What follows belongs to an exercise in optimizing a design on an open flow for small area and a short achievable clock period; a production flow would make more cautious choices.
The RTL was checked by simulation tests, not by an equivalence proof against the original design.
Power is estimated from default activity; no workload was simulated.

==> flow/design.v <==
module AverageUnit (input logic [9:0] s,
                    output logic [7:0] out);
	localparam logic [8191:0] TABLE = {
		256'h4343434242424141414040403f3f3e3e3e3d3d3d3c3c3c3c3b3b3a3a3a393939,
		256'h383838383737363636353535343434343333333232313131303030302f2f2f2e,
		256'h2e2d2d2d2c2c2c2c2b2b2b2a2a29292928282828272727262625252524242424,
		256'h2323232222222121202020201f1f1f1e1e1e1d1d1c1c1c1c1b1b1b1a1a1a1919,
		256'h181818181717171616161515141414141313131212121111111010100f0f0f0e,
		256'h0e0e0d0d0d0c0c0c0b0b0b0a0a0a090909080808070707060606050505040404,
		256'h0303030202020101010000000f0f0f0e0e0e0d0d0d0c0c0c0b0b0b0a0a0a0909,
		256'h09080808070707060606050505040404030303020202010101000000000000ff,
		256'hfffefefefdfdfdfdfcfcfcfbfbfafafaf9f9f9f9f8f8f8f7f7f6f6f6f5f5f5f5,
		256'hf4f4f4f3f3f3f2f2f1f1f1f1f0f0f0efefefeeeeededededecececebebebeaea,
		256'he9e9e9e9e8e8e8e7e7e7e6e6e5e5e5e5e4e4e4e3e3e3e2e2e2e1e1e1e0e0e0df,
		256'hdfdfdedededddddddcdcdcdbdbdbdadadad9d9d9d8d8d8d7d7d7d6d6d6d5d5d5,
		256'hd4d4d4d3d3d3d2d2d2d1d1d1d0d0d0cfcfcfcecececdcdcdcccccccbcbcbcaca,
		256'hcac9c9c9c8c8c8c7c7c7c6c6c6c5c5c5c4c4c4c3c3c3c2c2c2c1c1c1c0c0c0bf,
		256'hbfbebebebdbdbdbdbcbcbcbbbbbababab9b9b9b9b8b8b8b7b7b6b6b6b5b5b5b5,
		256'hb4b4b4b3b3b3b2b2b1b1b1b1b0b0b0afafafaeaeadadadadacacacabababaaaa,
		256'ha9a9a9a9a8a8a8a7a7a7a6a6a5a5a5a5a4a4a4a3a3a3a2a2a2a1a1a1a0a0a09f,
		256'h9f9f9e9e9e9d9d9d9c9c9c9b9b9b9a9a9a999999989898979797969696959595,
		256'h9494949393939292929191919090908f8f8f8e8e8e8d8d8d8c8c8c8b8b8b8a8a,
		256'h8a8989898888888787878686868585858484848383838282828181818080807f,
		256'h7f7e7e7e7d7d7d7d7c7c7c7b7b7a7a7a79797979787878777776767675757575,
		256'h7474747373737272717171717070706f6f6f6e6e6d6d6d6d6c6c6c6b6b6b6a6a,
		256'h696969696868686767676666656565656464646363636262626161616060605f,
		256'h5f5f5e5e5e5d5d5d5c5c5c5b5b5b5a5a5a595959585858575757565656555555,
		256'h5454545353535252525151515050504f4f4f4e4e4e4d4d4d4c4c4c4b4b4b4a4a,
		256'h4a4949494848484747474646464545454444444343434242424141414040403f,
		256'h3f3e3e3e3d3d3d3d3c3c3c3b3b3a3a3a39393939383838373736363635353535,
		256'h3434343333333232313131313030302f2f2f2e2e2d2d2d2d2c2c2c2b2b2b2a2a,
		256'h292929292828282727272626252525252424242323232222222121212020201f,
		256'h1f1f1e1e1e1d1d1d1c1c1c1b1b1b1a1a1a191919181818171717161616151515,
		256'h1414141313131212121111111010100f0f0f0e0e0e0d0d0d0c0c0c0b0b0b0a0a,
		256'h0a09090908080807070706060605050504040403030302020201010100000000
	};
	assign out = TABLE[{s, 3'b000} +: 8];
endmodule
module ArquitecturaHybridARMIPS(input logic clk, reset,
										  output logic [31:0] imem_addr,
										  input logic [31:0] imem_rdata,
										  output logic [31:0] mem_addr,
										  output logic dmem_we,
										  output logic [31:0] dmem_wdata,
										  input logic [31:0] dmem_rdata,
										  output logic pmem_we,
										  output logic [1:0] pmem_wdata,
										  input logic [1:0] pmem_rdata,
										  output logic rf_we,
										  output logic [3:0] rf_waddr,
										  output logic [31:0] rf_wdata);
	logic [31:0] pc;                   
	logic [31:0] ir;                   
	logic        ir_v;
	logic [31:0] e_a, e_b, e_wd;
	logic [3:0]  e_rd;
	logic        e_sub;
	logic        e_add, e_shl, e_shr, e_or, e_avr, e_cum;
	logic        e_rw, e_br, e_cmp, e_mw, e_mpw, e_ldr, e_lpx;
	logic [2:0]  e_cond;
	logic [31:0] m_res, m_wd;
	logic [3:0]  m_rd;
	logic        m_rw, m_br, m_mw, m_mpw, m_ldr, m_lpx, m_cmp, m_a31, m_nb31;
	logic [31:0] w_res;
	logic [3:0]  w_rd;
	logic        w_rw, w_br;
	logic        f_z, f_n, f_v;
	logic [31:0] rf [16];
	logic [15:0] rf_v;
	always_ff @(posedge clk) begin
		if (reset) pc <= 32'b0;
		else if (w_br) pc <= w_res;
		else pc <= pc + 32'd1;
		ir <= imem_rdata;
		ir_v <= ~reset;
	end
	assign imem_addr = pc;
	logic [1:0] cls;
	logic       immf;
	logic [3:0] op, Rn, Rd, Rs, p1, p2;
	logic       isD, isM, isB;
	logic       dSUB, dADD, dMOV, dORR, dCMP, dLSL, dLSR, dAVR, dCUM;
	logic       mSTR, mLPX, mSPX, mLDR;
	logic       d_sx, pcq, a_en, bimm, br2, sub;
	logic [31:0] imm32, R1, R2, B;
	logic [7:0]  cs_s, cs_c;
	assign cls  = ir[28:27];
	assign immf = ir[26];
	assign op   = ir[25:22];
	assign Rn   = ir[21:18];
	assign Rd   = ir[17:14];
	assign Rs   = ir[13:10];
	assign isD  = ir_v & (cls == 2'd0);
	assign isM  = ir_v & (cls == 2'd1);
	assign isB  = ir_v & (cls == 2'd2);
	assign dSUB = isD & (op == 4'd1);
	assign dADD = isD & (op == 4'd2);
	assign dMOV = isD & (op == 4'd3);
	assign dORR = isD & (op == 4'd6);
	assign dCMP = isD & (op == 4'd7);
	assign dLSL = isD & (op == 4'd8);
	assign dLSR = isD & (op == 4'd9);
	assign dAVR = isD & ~immf & (op == 4'd10);
	assign dCUM = isD & ~immf & (op == 4'd11);
	assign mSTR = isM & (ir[26:25] == 2'd0);
	assign mLPX = isM & (ir[26:25] == 2'd1);
	assign mSPX = isM & (ir[26:25] == 2'd2);
	assign mLDR = isM & (ir[26:25] == 2'd3);
	assign d_sx = ~(dORR | dLSL | dLSR);
	assign imm32 = (cls == 2'd2) ? {5'b0, ir[26:0]} : {{18{d_sx & ir[13]}}, ir[13:0]};
	assign p1  = dCMP ? Rd : Rn;
	assign p2  = isM ? Rd : ((dCMP & ~immf) ? Rn : Rs);
	assign pcq = ((dCMP & immf) ? Rd : Rn) == 4'hf;
	always_comb begin
		R1 = 32'b0;
		R2 = 32'b0;
		for (int k = 0; k < 16; k++) begin
			if (rf_v[k] && p1 == k[3:0]) R1 = R1 | rf[k];
			if (rf_v[k] && p2 == k[3:0]) R2 = R2 | rf[k];
		end
		if (pcq) begin
			R1 = pc;
			R2 = pc;
		end
	end
	assign a_en = ~((dMOV & immf) | isB);
	assign bimm = (immf & (dSUB | dADD | dMOV | dORR | dCMP | dLSL | dLSR)) | mSTR | mLDR | isB;
	assign br2  = (~immf & (dSUB | dADD | dORR | dCMP | dLSL | dLSR)) | dCUM;
	assign sub  = dSUB | dCMP;
	assign cs_s = R1[7:0] ^ R1[15:8] ^ R1[23:16];
	assign cs_c = (R1[7:0] & R1[15:8]) | (R1[7:0] & R1[23:16]) | (R1[15:8] & R1[23:16]);
	assign B = (bimm ? imm32 : 32'b0) | (br2 ? R2 : 32'b0) | (dAVR ? {16'b0, cs_c, cs_s} : 32'b0);
	always_ff @(posedge clk) begin
		e_a    <= a_en ? R1 : 32'b0;
		e_b    <= B ^ {32{sub}};
		e_wd   <= R2;
		e_sub  <= sub;
		e_rd   <= Rd;
		e_cond <= ir[31:29];
		e_ldr  <= mLDR;
		e_lpx  <= mLPX;
		if (reset) begin
			e_add <= 1'b0; e_shl <= 1'b0; e_shr <= 1'b0; e_or <= 1'b0;
			e_avr <= 1'b0; e_cum <= 1'b0;
			e_rw <= 1'b0; e_br <= 1'b0; e_cmp <= 1'b0; e_mw <= 1'b0; e_mpw <= 1'b0;
		end else begin
			e_add <= dSUB | dADD | dMOV | dCMP | isM | isB;
			e_shl <= dLSL;
			e_shr <= dLSR;
			e_or  <= dORR;
			e_avr <= dAVR;
			e_cum <= dCUM;
			e_rw  <= dSUB | dADD | dMOV | dORR | dLSL | dLSR | dAVR | dCUM | mLPX | mLDR;
			e_br  <= isB;
			e_cmp <= dCMP;
			e_mw  <= mSTR;
			e_mpw <= mSPX;
		end
	end
	logic [31:0] sum, shl, shr, res;
	logic [9:0]  csum;
	logic [7:0]  avr;
	logic        cum, big, nb31;
	logic        z, n, v, condi;
	assign sum  = e_a + e_b + {31'b0, e_sub};
	assign big  = |e_b[31:5];
	assign shl  = big ? 32'b0 : (e_a << e_b[4:0]);
	assign shr  = big ? 32'b0 : (e_a >> e_b[4:0]);
	assign csum = {2'b0, e_b[7:0]} + {1'b0, e_b[15:8], 1'b0};
	AverageUnit avg (csum, avr);
	assign cum  = (e_b[31:8] == 24'b0) & (e_a[7:0] >= e_b[7:0]);
	assign nb31 = (e_b[30:0] == {31{1'b1}}) ? ~e_b[31] : e_b[31];
	assign res = (e_add ? sum : 32'b0)
	           | (e_shl ? shl : 32'b0)
	           | (e_shr ? shr : 32'b0)
	           | (e_or  ? (e_a | e_b) : 32'b0)
	           | (e_avr ? {24'b0, avr} : 32'b0)
	           | (e_cum ? {31'b0, cum} : 32'b0);
	assign z = m_cmp ? (m_res == 32'b0) : f_z;
	assign n = m_cmp ? m_res[31] : f_n;
	assign v = m_cmp ? ((m_a31 == m_nb31) & (m_res[31] != m_a31)) : f_v;
	always_comb
		case (e_cond)
			3'd0: condi = z;
			3'd1: condi = ~z;
			3'd2: condi = (n == v);
			3'd3: condi = (n != v);
			3'd4: condi = ~z & (n == v);
			3'd5: condi = z | (n != v);
			3'd6: condi = 1'b0;
			default: condi = 1'b1;
		endcase
	always_ff @(posedge clk) begin
		m_wd   <= e_wd;
		m_rd   <= e_rd;
		m_ldr  <= e_ldr;
		m_lpx  <= e_lpx;
		m_a31  <= e_a[31];
		m_nb31 <= nb31;
		if (reset) begin
			m_res <= 32'b0;
			m_rw <= 1'b0; m_br <= 1'b0; m_mw <= 1'b0; m_mpw <= 1'b0; m_cmp <= 1'b0;
			f_z <= 1'b0; f_n <= 1'b0; f_v <= 1'b0;
		end else begin
			m_res <= res;
			m_rw  <= e_rw & condi;
			m_br  <= e_br & condi;
			m_mw  <= e_mw;
			m_mpw <= e_mpw;
			m_cmp <= e_cmp;
			f_z <= z; f_n <= n; f_v <= v;
		end
	end
	assign mem_addr   = m_res;
	assign dmem_we    = m_mw;
	assign dmem_wdata = m_wd;
	assign pmem_we    = m_mpw;
	assign pmem_wdata = m_wd[1:0];
	logic [31:0] m_out;
	assign m_out = m_ldr ? dmem_rdata : (m_lpx ? {30'b0, pmem_rdata} : m_res);
	always_ff @(posedge clk) begin
		w_res <= m_out;
		w_rd  <= m_rd;
		if (reset) begin
			w_rw <= 1'b0; w_br <= 1'b0;
		end else begin
			w_rw <= m_rw;
			w_br <= m_br;
		end
	end
	assign rf_we    = w_rw;
	assign rf_waddr = w_rd;
	assign rf_wdata = w_res;
	always_ff @(posedge clk) begin
		for (int k = 0; k < 16; k++)
			if (m_rw && m_rd == k[3:0]) rf[k] <= m_out;
		if (reset) rf_v <= 16'b0;
		else for (int k = 0; k < 16; k++)
			if (m_rw && m_rd == k[3:0]) rf_v[k] <= 1'b1;
	end
endmodule
==> flow/config.mk <==
export PLATFORM = sky130hd
export DESIGN_NAME = ArquitecturaHybridARMIPS
export DESIGN_NICKNAME = ArquitecturaHybridARMIPS
export VERILOG_FILES = /design/flow/design.v
export SDC_FILE = /design/flow/constraint.sdc
export NUM_CORES = 4
export LEC_CHECK = 0
export CAP_MARGIN = 20
export CORE_MARGIN = 5
export CORE_UTILIZATION = 40
export SLEW_MARGIN = 20
==> flow/constraint.sdc <==
create_clock -name core_clock -period 14.0 [get_ports {clk}]
set_input_delay 2.8000 -clock core_clock [delete_from_list [all_inputs] [get_ports {clk}]]
set_output_delay 2.8000 -clock core_clock [all_outputs]
set_load 0.01 [all_outputs]
run.sh (not shown) runs the stock make flow with config.mk's settings and CLKGATE_MAP_FILE= SYNTH_SCRIPT=/design/flow/synth_recipe.tcl, a recipe that flattens the netlist after the stock synthesis.
Rerun with:
--- a/flow/design.v
+++ b/flow/design.v
@@ -115,12 +115,14 @@
 		R1 = 32'b0;
 		R2 = 32'b0;
 		for (int k = 0; k < 16; k++) begin
 			if (rf_v[k] && p1 == k[3:0]) R1 = R1 | rf[k];
 			if (rf_v[k] && p2 == k[3:0]) R2 = R2 | rf[k];
 		end
+		if (w_rw && w_rd == p1) R1 = w_res;
+		if (w_rw && w_rd == p2) R2 = w_res;
 		if (pcq) begin
 			R1 = pc;
 			R2 = pc;
 		end
 	end
 	assign a_en = ~((dMOV & immf) | isB);
@@ -167,18 +169,20 @@
 	assign shl  = big ? 32'b0 : (e_a << e_b[4:0]);
 	assign shr  = big ? 32'b0 : (e_a >> e_b[4:0]);
 	assign csum = {2'b0, e_b[7:0]} + {1'b0, e_b[15:8], 1'b0};
 	AverageUnit avg (csum, avr);
 	assign cum  = (e_b[31:8] == 24'b0) & (e_a[7:0] >= e_b[7:0]);
 	assign nb31 = (e_b[30:0] == {31{1'b1}}) ? ~e_b[31] : e_b[31];
-	assign res = (e_add ? sum : 32'b0)
-	           | (e_shl ? shl : 32'b0)
-	           | (e_shr ? shr : 32'b0)
-	           | (e_or  ? (e_a | e_b) : 32'b0)
-	           | (e_avr ? {24'b0, avr} : 32'b0)
-	           | (e_cum ? {31'b0, cum} : 32'b0);
+	logic g;
+	assign g = ~reset;
+	assign res = ((g & e_add) ? sum : 32'b0)
+	           | ((g & e_shl) ? shl : 32'b0)
+	           | ((g & e_shr) ? shr : 32'b0)
+	           | ((g & e_or)  ? (e_a | e_b) : 32'b0)
+	           | ((g & e_avr) ? {24'b0, avr} : 32'b0)
+	           | ((g & e_cum) ? {31'b0, cum} : 32'b0);
 	assign z = m_cmp ? (m_res == 32'b0) : f_z;
 	assign n = m_cmp ? m_res[31] : f_n;
 	assign v = m_cmp ? ((m_a31 == m_nb31) & (m_res[31] != m_a31)) : f_v;
 	always_comb
 		case (e_cond)
 			3'd0: condi = z;
@@ -188,24 +192,23 @@
 			3'd4: condi = ~z & (n == v);
 			3'd5: condi = z | (n != v);
 			3'd6: condi = 1'b0;
 			default: condi = 1'b1;
 		endcase
 	always_ff @(posedge clk) begin
+		m_res  <= res;
 		m_wd   <= e_wd;
 		m_rd   <= e_rd;
 		m_ldr  <= e_ldr;
 		m_lpx  <= e_lpx;
 		m_a31  <= e_a[31];
 		m_nb31 <= nb31;
 		if (reset) begin
-			m_res <= 32'b0;
 			m_rw <= 1'b0; m_br <= 1'b0; m_mw <= 1'b0; m_mpw <= 1'b0; m_cmp <= 1'b0;
 			f_z <= 1'b0; f_n <= 1'b0; f_v <= 1'b0;
 		end else begin
-			m_res <= res;
 			m_rw  <= e_rw & condi;
 			m_br  <= e_br & condi;
 			m_mw  <= e_mw;
 			m_mpw <= e_mpw;
 			m_cmp <= e_cmp;
 			f_z <= z; f_n <= n; f_v <= v;
@@ -213,16 +216,14 @@
 	end
 	assign mem_addr   = m_res;
 	assign dmem_we    = m_mw;
 	assign dmem_wdata = m_wd;
 	assign pmem_we    = m_mpw;
 	assign pmem_wdata = m_wd[1:0];
-	logic [31:0] m_out;
-	assign m_out = m_ldr ? dmem_rdata : (m_lpx ? {30'b0, pmem_rdata} : m_res);
-	always_ff @(posedge clk) begin
-		w_res <= m_out;
+	always_ff @(posedge clk) begin
+		w_res <= m_ldr ? dmem_rdata : (m_lpx ? {30'b0, pmem_rdata} : m_res);
 		w_rd  <= m_rd;
 		if (reset) begin
 			w_rw <= 1'b0; w_br <= 1'b0;
 		end else begin
 			w_rw <= m_rw;
 			w_br <= m_br;
@@ -230,12 +231,12 @@
 	end
 	assign rf_we    = w_rw;
 	assign rf_waddr = w_rd;
 	assign rf_wdata = w_res;
 	always_ff @(posedge clk) begin
 		for (int k = 0; k < 16; k++)
-			if (m_rw && m_rd == k[3:0]) rf[k] <= m_out;
+			if (w_rw && w_rd == k[3:0]) rf[k] <= w_res;
 		if (reset) rf_v <= 16'b0;
 		else for (int k = 0; k < 16; k++)
-			if (m_rw && m_rd == k[3:0]) rf_v[k] <= 1'b1;
+			if (w_rw && w_rd == k[3:0]) rf_v[k] <= 1'b1;
 	end
 endmodule
The changed run ran to the end with no violations.
Total power went down slightly.
Combinational power went down by a quarter to a third.
Wire length is about the same.
Design area went up by a few percent.
Via count went up by a few percent.
Count of clock-buffer cells in the layout went down by 14.
Worst setup slack loses 710 ps.
Hold slack stays flat.
Synthesized area went up by a few percent.
Sequential cell count is unchanged.
Core utilization went up by 0.45 points.
Final cell count went up by a few percent.
Non-clock buffer count went up by 11.
Global-route usage went down by 0.97 points.

## separate check: timing with driven ports
No port has a modelled driver above. Below, the same layouts with a new extraction and two added sets of constraints.
Step 1 sets driving cells, clkbuf_16 on the clock port and buf_2 on the other inputs (assumed; they add their load-dependent delay and slew).
Step 2 times the ports against the registers' clock, not the clock port: input delays grow and output delays shrink by t, the midpoint of the rising clock arrivals with the driver on.
Three values: ideal ports, drivers, drivers and shift; two values: the first two.
run	t (ns)	setup slack, ns	latest minus earliest clock arrival (ns)
the first run	0.732	8.391 / 8.391 / 8.391	0.046 / 0.046
the second run	0.741	7.680 / 7.680 / 7.680	0.044 / 0.044
After both steps setup and hold are still met in every run listed.
